Context: an optimization exercise on an open-source flow, tuned for small area. The choices shown serve that exercise and are no tape-out recipe. The RTL was checked by simulation tests, not by an equivalence proof against the original design.

**config.mk**
```make
export PLATFORM = sky130hd
export DESIGN_NAME = compute_sc
export DESIGN_NICKNAME = compute_sc
export VERILOG_FILES = /design/flow/design.v
export SDC_FILE = /design/flow/constraint.sdc
export NUM_CORES = 4
export LEC_CHECK = 0
export CAP_MARGIN = 20
export CORE_MARGIN = 2
export CORE_UTILIZATION = 40
export SLEW_MARGIN = 20
```
**constraint.sdc**
```tcl
create_clock -name core_clock -period 7.0 [get_ports {clock}]
set_input_delay 1.4000 -clock core_clock [delete_from_list [all_inputs] [get_ports {clock}]]
set_output_delay 1.4000 -clock core_clock [all_outputs]
set_load 0.01 [all_outputs]
```
**run.sh**
```bash
#!/bin/bash
# synth_recipe.tcl (not shown) runs the flow's synth.tcl, then flattens the netlist and writes it again
# the make line also repeats each setting of config.mk as NAME=value (left out here)
make -C /OpenROAD-flow-scripts/flow DESIGN_CONFIG=/design/flow/config.mk WORK_HOME=/design/flow/orfs CLKGATE_MAP_FILE= SYNTH_SCRIPT=/design/flow/synth_recipe.tcl finish
```
**design.v**
```verilog
module ilog2_32(
	input 	[31:0]	data_in,
	output 	[4:0]	pos_out
);
wire [4:0]  data_chk;
wire [15:0] data_1;	
wire [7:0]  data_2;
wire [3:0]  data_3;
wire [1:0]  data_4;
assign data_chk[4] = |data_in[31:16]; 
assign data_chk[3] = |data_1[15:8];
assign data_chk[2] = |data_2[7:4];
assign data_chk[1] = |data_3[3:2];
assign data_chk[0] = |data_4[1]; 
assign	data_1	= (data_chk[4]) ? data_in[31:16] : data_in[15:0];  
assign	data_2 	= (data_chk[3]) ? data_1[15:8] 	: data_1[7:0];		 
assign	data_3 	= (data_chk[2]) ? data_2[7:4] : data_2[3:0];		 
assign	data_4 	= (data_chk[1]) ? data_3[3:2] : data_3[1:0];		 
assign 	pos_out = data_chk;
endmodule
module compute_sc(
    input   clock,
    input   resetn,
    input   ivalid,
    output  oready,
    output reg  ovalid,
    input   iready,
    input   [63:0]  a_x,
    input   [31:0]  a_y,
    input   [63:0]  ri,
    input   [31:0]  qi,
	input	[31:0]  q_span,
    input   [31:0]  avg_qspan,
    input   [31:0]  max_dist_x,
    input   [31:0]  max_dist_y,
    input   [31:0]  bw,
    output reg [31:0]  data_return
);
wire    [63:0]  dr;
wire    [31:0]  dq;
wire    [31:0]  dd_pre;
wire    [31:0]  dd;
wire direct_return;
wire direct_return_0, direct_return_1, direct_return_2;
wire branch_extra;
wire    [31:0]  min_d;
wire    [31:0]  sc;
wire    [4:0]   c_log;
wire    [15:0]  c_lin;
wire    [31:0]  c_lin_pre;
wire	  [31:0]	 c_lin_final;
wire	  			 c_lin_round;
wire    [31:0]  branch_data_part;
wire    [31:0]  branch_data;
reg     [31:0]  dr_stage_0;
reg     [31:0]  dq_stage_0;
reg     [31:0]  max_dist_x_stage_0;
reg     [31:0]  max_dist_y_stage_0;
reg     [31:0]  bw_stage_0;
reg     [7:0]   n_segs_stage_0;
reg     [7:0]   q_span_stage_0;
reg     [31:0]  avg_qspan_stage_0;
reg             data_valid_stage_0;
reg				 branch_extra_stage_0;
reg     [31:0]  dd_stage_1;
reg             direct_return_0_stage_1;
reg             direct_return_1_stage_1;
reg     [31:0]  min_d_stage_1;
reg     [31:0]  bw_stage_1;
reg     [7:0]   q_span_stage_1;
reg     [31:0]  avg_qspan_stage_1;
reg             data_valid_stage_1;
reg     [31:0]  sc_stage_2;
reg             direct_return_stage_2;
reg     [4:0]   c_log_stage_2;
reg     [31:0]  c_lin_pre_stage_2;
reg             data_valid_stage_2;
reg     [31:0]  sc_stage_3;
reg     [31:0]  branch_data_part_stage_3;
reg             direct_return_stage_3;
reg             data_valid_stage_3;
assign dr = ri - a_x;   
assign dq = qi - a_y;  
assign branch_extra = (ri > (a_x + max_dist_x));
always @(posedge clock or negedge resetn) begin
    if(~resetn)begin
        dr_stage_0 <= 32'b0;
        dq_stage_0 <= 32'b0;
        max_dist_x_stage_0 <= 32'b0;
        max_dist_y_stage_0 <= 32'b0;
        bw_stage_0 <= 32'b0;
        q_span_stage_0 <= 8'b0;
        avg_qspan_stage_0 <= 32'b0;
        data_valid_stage_0 <= 1'b0;
		  branch_extra_stage_0 <= 1'b0;
    end
    else begin
        dr_stage_0 <= dr[31:0];
        dq_stage_0 <= dq;
        max_dist_x_stage_0 <= max_dist_x;
        max_dist_y_stage_0 <= max_dist_y;
        bw_stage_0 <= bw;
        q_span_stage_0 <= q_span[7:0];
        avg_qspan_stage_0 <= avg_qspan;
        data_valid_stage_0 <= ivalid;
		  branch_extra_stage_0 <= branch_extra;
    end
end
assign dd_pre = dr_stage_0[31:0] - dq_stage_0;
assign dd = dd_pre[31]?((~dd_pre)+1):dd_pre; 
assign direct_return_0 = ((dr_stage_0[31]!=1) && (dr_stage_0[31:0]>max_dist_y_stage_0)) || (|(dr_stage_0)==1'b0) || branch_extra_stage_0;
assign direct_return_1 = (dq_stage_0[31]==1 || |(dq_stage_0)==0  || dq_stage_0 > max_dist_x_stage_0 || (dq_stage_0 > max_dist_y_stage_0));
assign min_d = dd_pre[31]?dr_stage_0[31:0]:dq_stage_0;
always @(posedge clock or negedge resetn) begin
    if(~resetn)begin
        dd_stage_1 <= 32'b0;
        direct_return_0_stage_1 <= 1'b0;
        direct_return_1_stage_1 <= 1'b0;
        min_d_stage_1 <= 32'b0;
        bw_stage_1 <= 32'b0;
        q_span_stage_1 <= 8'b0;
        avg_qspan_stage_1 <= 32'b0;
        data_valid_stage_1 <= 1'b0;
    end
    else begin
        dd_stage_1 <= dd;
        direct_return_0_stage_1 <= direct_return_0;
        direct_return_1_stage_1 <= direct_return_1;
        min_d_stage_1 <= min_d;
        bw_stage_1 <= bw_stage_0;
        q_span_stage_1 <= q_span_stage_0;
        avg_qspan_stage_1 <= avg_qspan_stage_0;
        data_valid_stage_1 <= data_valid_stage_0;
    end
end
assign direct_return_2 =  (dd_stage_1>bw_stage_1);
assign direct_return = direct_return_0_stage_1 | direct_return_1_stage_1 |direct_return_2;
assign sc = (q_span_stage_1 > min_d_stage_1)||min_d_stage_1[31]?min_d_stage_1:q_span_stage_1;
ilog2_32 u_ilog2(dd_stage_1,c_log);
assign c_lin_pre = (dd_stage_1[17:0] * avg_qspan_stage_1[17:0]);  
always @(posedge clock or negedge resetn) begin
    if(!resetn)begin
        sc_stage_2 <= 32'b0;
        direct_return_stage_2 <= 1'b0;
        c_log_stage_2 <= 5'b0;
        c_lin_pre_stage_2 <= 32'b0;
        data_valid_stage_2 <= 1'b0;
    end
    else begin
        sc_stage_2 <= sc;
        direct_return_stage_2 <= direct_return;
        c_log_stage_2 <= c_log;
        c_lin_pre_stage_2 <= c_lin_pre;
        data_valid_stage_2 <= data_valid_stage_1;
    end
end
assign c_lin = c_lin_pre_stage_2[31:19];
assign c_lin_round = (&c_lin_pre_stage_2[18:7]);					 
assign c_lin_final = c_lin + c_lin_round;
assign branch_data_part = c_lin_final + (c_log_stage_2>>1);
always @(posedge clock or negedge resetn) begin
    if(~resetn)begin
        sc_stage_3 <= 32'b0;
        branch_data_part_stage_3 <= 32'b0;
        direct_return_stage_3 <= 1'b0;
        data_valid_stage_3 <= 1'b0;
    end
    else begin
        sc_stage_3 <= sc_stage_2;
        branch_data_part_stage_3 <= branch_data_part;
        direct_return_stage_3 <= direct_return_stage_2;
        data_valid_stage_3 <= data_valid_stage_2;
    end
end
assign branch_data = sc_stage_3 - branch_data_part_stage_3;
always @(posedge clock or negedge resetn) begin
    if(~resetn)begin
        data_return <= 32'b0;
    end
    else begin
        if(direct_return_stage_3)begin
            data_return <= 32'h80000001;
        end
        else begin
            data_return <= branch_data;
        end
    end
end
always @(posedge clock or negedge resetn) begin
    if(~resetn)begin
        ovalid <= 1'b0;
    end
    else begin
        ovalid <= data_valid_stage_3;
    end
end
assign oready=1;
endmodule
```
==> impl_metrics.csv <==
group,metric,value,unit
setup_path,critPathKind,"reg2reg",
sta,drv_slew,0,
floorplan,die_width,307,microns
synthesis,netlist_area,36700,sq um
sta,worst_slew_pin_slew,0.932,ns
clocking,cts_max_path_buffers,3,
outcome,status,"no timing/DRC/antenna violations",
setup_path,crit_buf_inv,5,
sta,rsz0062_at_grt,"no",
grt,antenna_found_initial,12,
clocking,cts_buffers,51,
synthesis,netlist_instances,3850,
layout,drive_above_1_share,4.54,%
setup_path,critPathRequiredTime,7.49,ns
sta,setup_violations,0,
synthesis,yosysTopAreaCell,"dfrtp_1",
sta,maxSlewHeadroom,37.1,%
grt,grt_overflow,0,
placement,dpl_cell_area,41700,sq um
synthesis,synth_area_leaders,"dfrtp_1, ha_1, fa_1",
placement,io_buffer_count,349,
synthesis,syn-num-nets,4891,
synthesis,yosysWarnings,1,
route,routedWlPerCell,18.7,microns
setup_path,critical_path.slowest_cell,"dfrtp_1",
sta,setup_tns,0,ns
synthesis,yosysMostFrequentCell,"inv_1",
clocking,cts_tree,"done",
clocking,cts_num_sinks,457,
layout,syn_to_final_growth,18.9,%
clocking,htree_num_levels,2,
placement,dp_hpwl,83.6,mm
setup_path,cp_cell_sequence,"and2_1 > fa_1 > inv_1 > fa_1 > fa_1 > inv_1 > fa_1 > fa_1 > inv_1 > fa_1 > inv_1 > ha_1 > a21o_1 > a21oi_1 > o21ai_0 > nor3_1 > a21oi_1 > buf_4 > a21o_1 > a2111o_1 > a2111oi_0 > nor4bb_1",
synthesis,netlist_top_cells_count,"inv_1, dfrtp_1, ha_1, nand2_1, fa_1",
sta,fin_crit_sh,93.6,%
setup_path,regToRegSetupSlack,0.45,ns
synthesis,synthDistinctLibCells,82,
route,ant_nets,0,
route,dr.pass1.iters,5,
route,via_count,27962,
synthesis,synthFlopType,"dfrtp_1",
clocking,cts_root_buf,"clkbuf_16",
placement,routabilityCongestion,0.924,
sta,hold_violations,0,
min_path,min_path_type,"reg2reg",
floorplan,dieArea,94100,sq um
grt,gr-usage-all-layers,21.9,%
synthesis,synth-async-reset-ratio,100,%
route,drt_iter0_drc,1594,
setup_path,cpLargestDelayFamily,"adder cells",
floorplan,core_area,91200,sq um
floorplan,die_h,307,microns
clocking,cts_setup_buffers,0,
setup_path,cpMostUsedCell,"fa_1",
synthesis,ys_seq_area_share,31.2,%
route,vias_per_cell,5.14,
layout,num-nets-final,5250,
layout,fillers,8591,
setup_path,start_kind,"register",
route,drc,0,
setup_path,worstSetupEndpointType,"register",
synthesis,synth-edff-count,0,
route,routed_wl,102,mm
clocking,clkTransAtPathRegs,0.07,ns
synthesis,yosysTopAreaCellShare,31.2,%
synthesis,avgSynthCellArea,9.52,sq um
grt,grt_pass1_wl,160,mm
sta,finalClockSkew,0.0318,ns
floorplan,ios,390,
synthesis,ys_seq_elements,457,
setup_path,critPathArrivalTime,7.04,ns
grt,grt_pass1_vias,28791,
clocking,ctsResizeCount,0,
floorplan,initial_core_util,40.2,%
sta,fmax,153,MHz
setup_path,cp_max_fo,18,
clocking,hold_buffers,0,
sta,period_minus_slack,6.55,ns
layout,final_cell_area,43600,sq um
setup_path,slowest_delay,0.60,ns
job,cap_violations,0,
floorplan,fp-row-count,111,
clocking,clk_latency,0.64,ns
grt,grt_max_degree,177,
==> worst register-to-register path: stages, from the launching register on <==
cell	delay [ns]
dfrtp_1	0.60
and2_1	0.30
fa_1	0.50
inv_1	0.05
fa_1	0.51
fa_1	0.52
inv_1	0.05
fa_1	0.46
fa_1	0.54
inv_1	0.06
fa_1	0.53
inv_1	0.04
ha_1	0.33
a21o_1	0.18
a21oi_1	0.13
o21ai_0	0.12
nor3_1	0.14
a21oi_1	0.10
buf_4	0.16
a21o_1	0.22
a2111o_1	0.41
a2111oi_0	0.38
nor4bb_1	0.10
==> cells by family after synthesis <==
family | share of synthesized area, %
XOR/XNOR | 5.28
flip-flops | 31.2
AO/OA/AOI/OAI | 12.4
multiplexers | 0.508
AND/OR/NAND/NOR | 14.9
buffers and inverters | 7.11
adder cells (fa/ha/maj) | 28.6
other | 0.0102
==> worst paths after layout <==
check / end / startpoint / cells past startpoint
worst max-delay path: c_lin_pre_stage_2[31] / avg_qspan_stage_1[7] / 22
worst min-delay path: sc_stage_3[0] / sc_stage_2[0] / 0
worst max register to register: c_lin_pre_stage_2[31] / avg_qspan_stage_1[7] / 22
worst min register to register: sc_stage_3[0] / sc_stage_2[0] / 0
max in group asynchronous: dr_stage_0[6] / resetn / 2
min in group asynchronous: c_lin_pre_stage_2[7] / resetn / 1
==> per-layer routing <==
layer | share of wire (%) | GRT usage (%) | wire, microns
met1 | 43 | 27.9 | 43300
met2 | 48 | 37.7 | 48900
met3 | 5.1 | 3.35 | 5190
met4 | 3.9 | 8.03 | 3980
met5 | 0.087 | 0 | 88
==> layout make-up <==
class	instances	area (sq um)	share of cell area [%]
Antenna cell	3	7.51	0.0172
Clock buffer	65	1430	3.28
Clock inverter	29	410	0.942
Inverter	594	2230	5.12
Multi-Input combinational cell	2701	22600	51.9
Sequential cell	457	11400	26.2
Tap cell	1186	1480	3.40
Timing Repair Buffer	404	3960	9.09
==> layout by cell type (no fill, tap or decap), drive strengths merged, types with 16 or more instances in the layout <==
cell type        n
clkbuf          65
clkdlybuf4s50  348
and2           174
o21bai          16
nor3            58
a21o           141
nand4           75
and3            27
nand3           60
o21a            52
nor2b           46
nor4            38
a31oi           17
dfrtp          457
fa             256
inv            599
nand2          328
nand2b          41
xnor2          141
a211oi          22
o21ai          164
nor2           168
a21oi          176
buf             56
ha             429
xor2            80
==> per-stage QoR <==
step | worst slack (ns) | hold WS [ns] | util [%] | cells
6_report | 0.450 | 0.341 | 47.8 | 5439
5_1_grt | 0.0112 | 0.349 | 47.8 | 5437
4_1_cts | 0.341 | 0.338 | 47.8 | 5436
3_5_place_dp | 0.0401 | 0.335 | 45.7 | 5342
3_3_place_gp | 0.0957 | 0.333 | 45.7 | 5342
2_1_floorplan | 0.804 | 0.331 | - | 3850
==> registers in the layout, indices dropped and copies added (netlist names), 14 cells and up <==
name and count:
data_return 32, c_lin_pre_stage_2 25, dd_stage_1 32, dq_stage_0 32, bw_stage_1 32, min_d_stage_1 32
max_dist_x_stage_0 32, dr_stage_0 32, branch_data_part_stage_3 14, sc_stage_2 32, max_dist_y_stage_0 32, avg_qspan_stage_0 18
avg_qspan_stage_1 18, bw_stage_0 32, sc_stage_3 32

-- re-timing with driven ports --
Ports are ideal in the flow. The routed layout listed here was re-timed in OpenROAD.
Step 1 (the two cells are an assumption about what drives the block):
set clk [get_ports {clock}]
set_driving_cell -lib_cell sky130_fd_sc_hd__clkbuf_16 $clk
set_driving_cell -lib_cell sky130_fd_sc_hd__buf_2 [delete_from_list [all_inputs] $clk]
Step 2 times the ports against the registers' clock, not the clock port: input delays grow and output delays shrink by t, the midpoint of the rising clock arrivals with the driver on.
a / b / c = ideal / step 1 / step 2; a / b = the first two.
shift t [ns]: 0.691
slack for setup (ns): 0.450 / 0.450 / 0.064
worst setup path after step 2: input to register
worst data-port slew with drivers (ns): 0.12
cell pins on the clock port's net: 1
After both steps this run still meets setup and hold. The setup slack of this run moves by 0.000 ns with the drivers and by -0.386 ns with both steps.
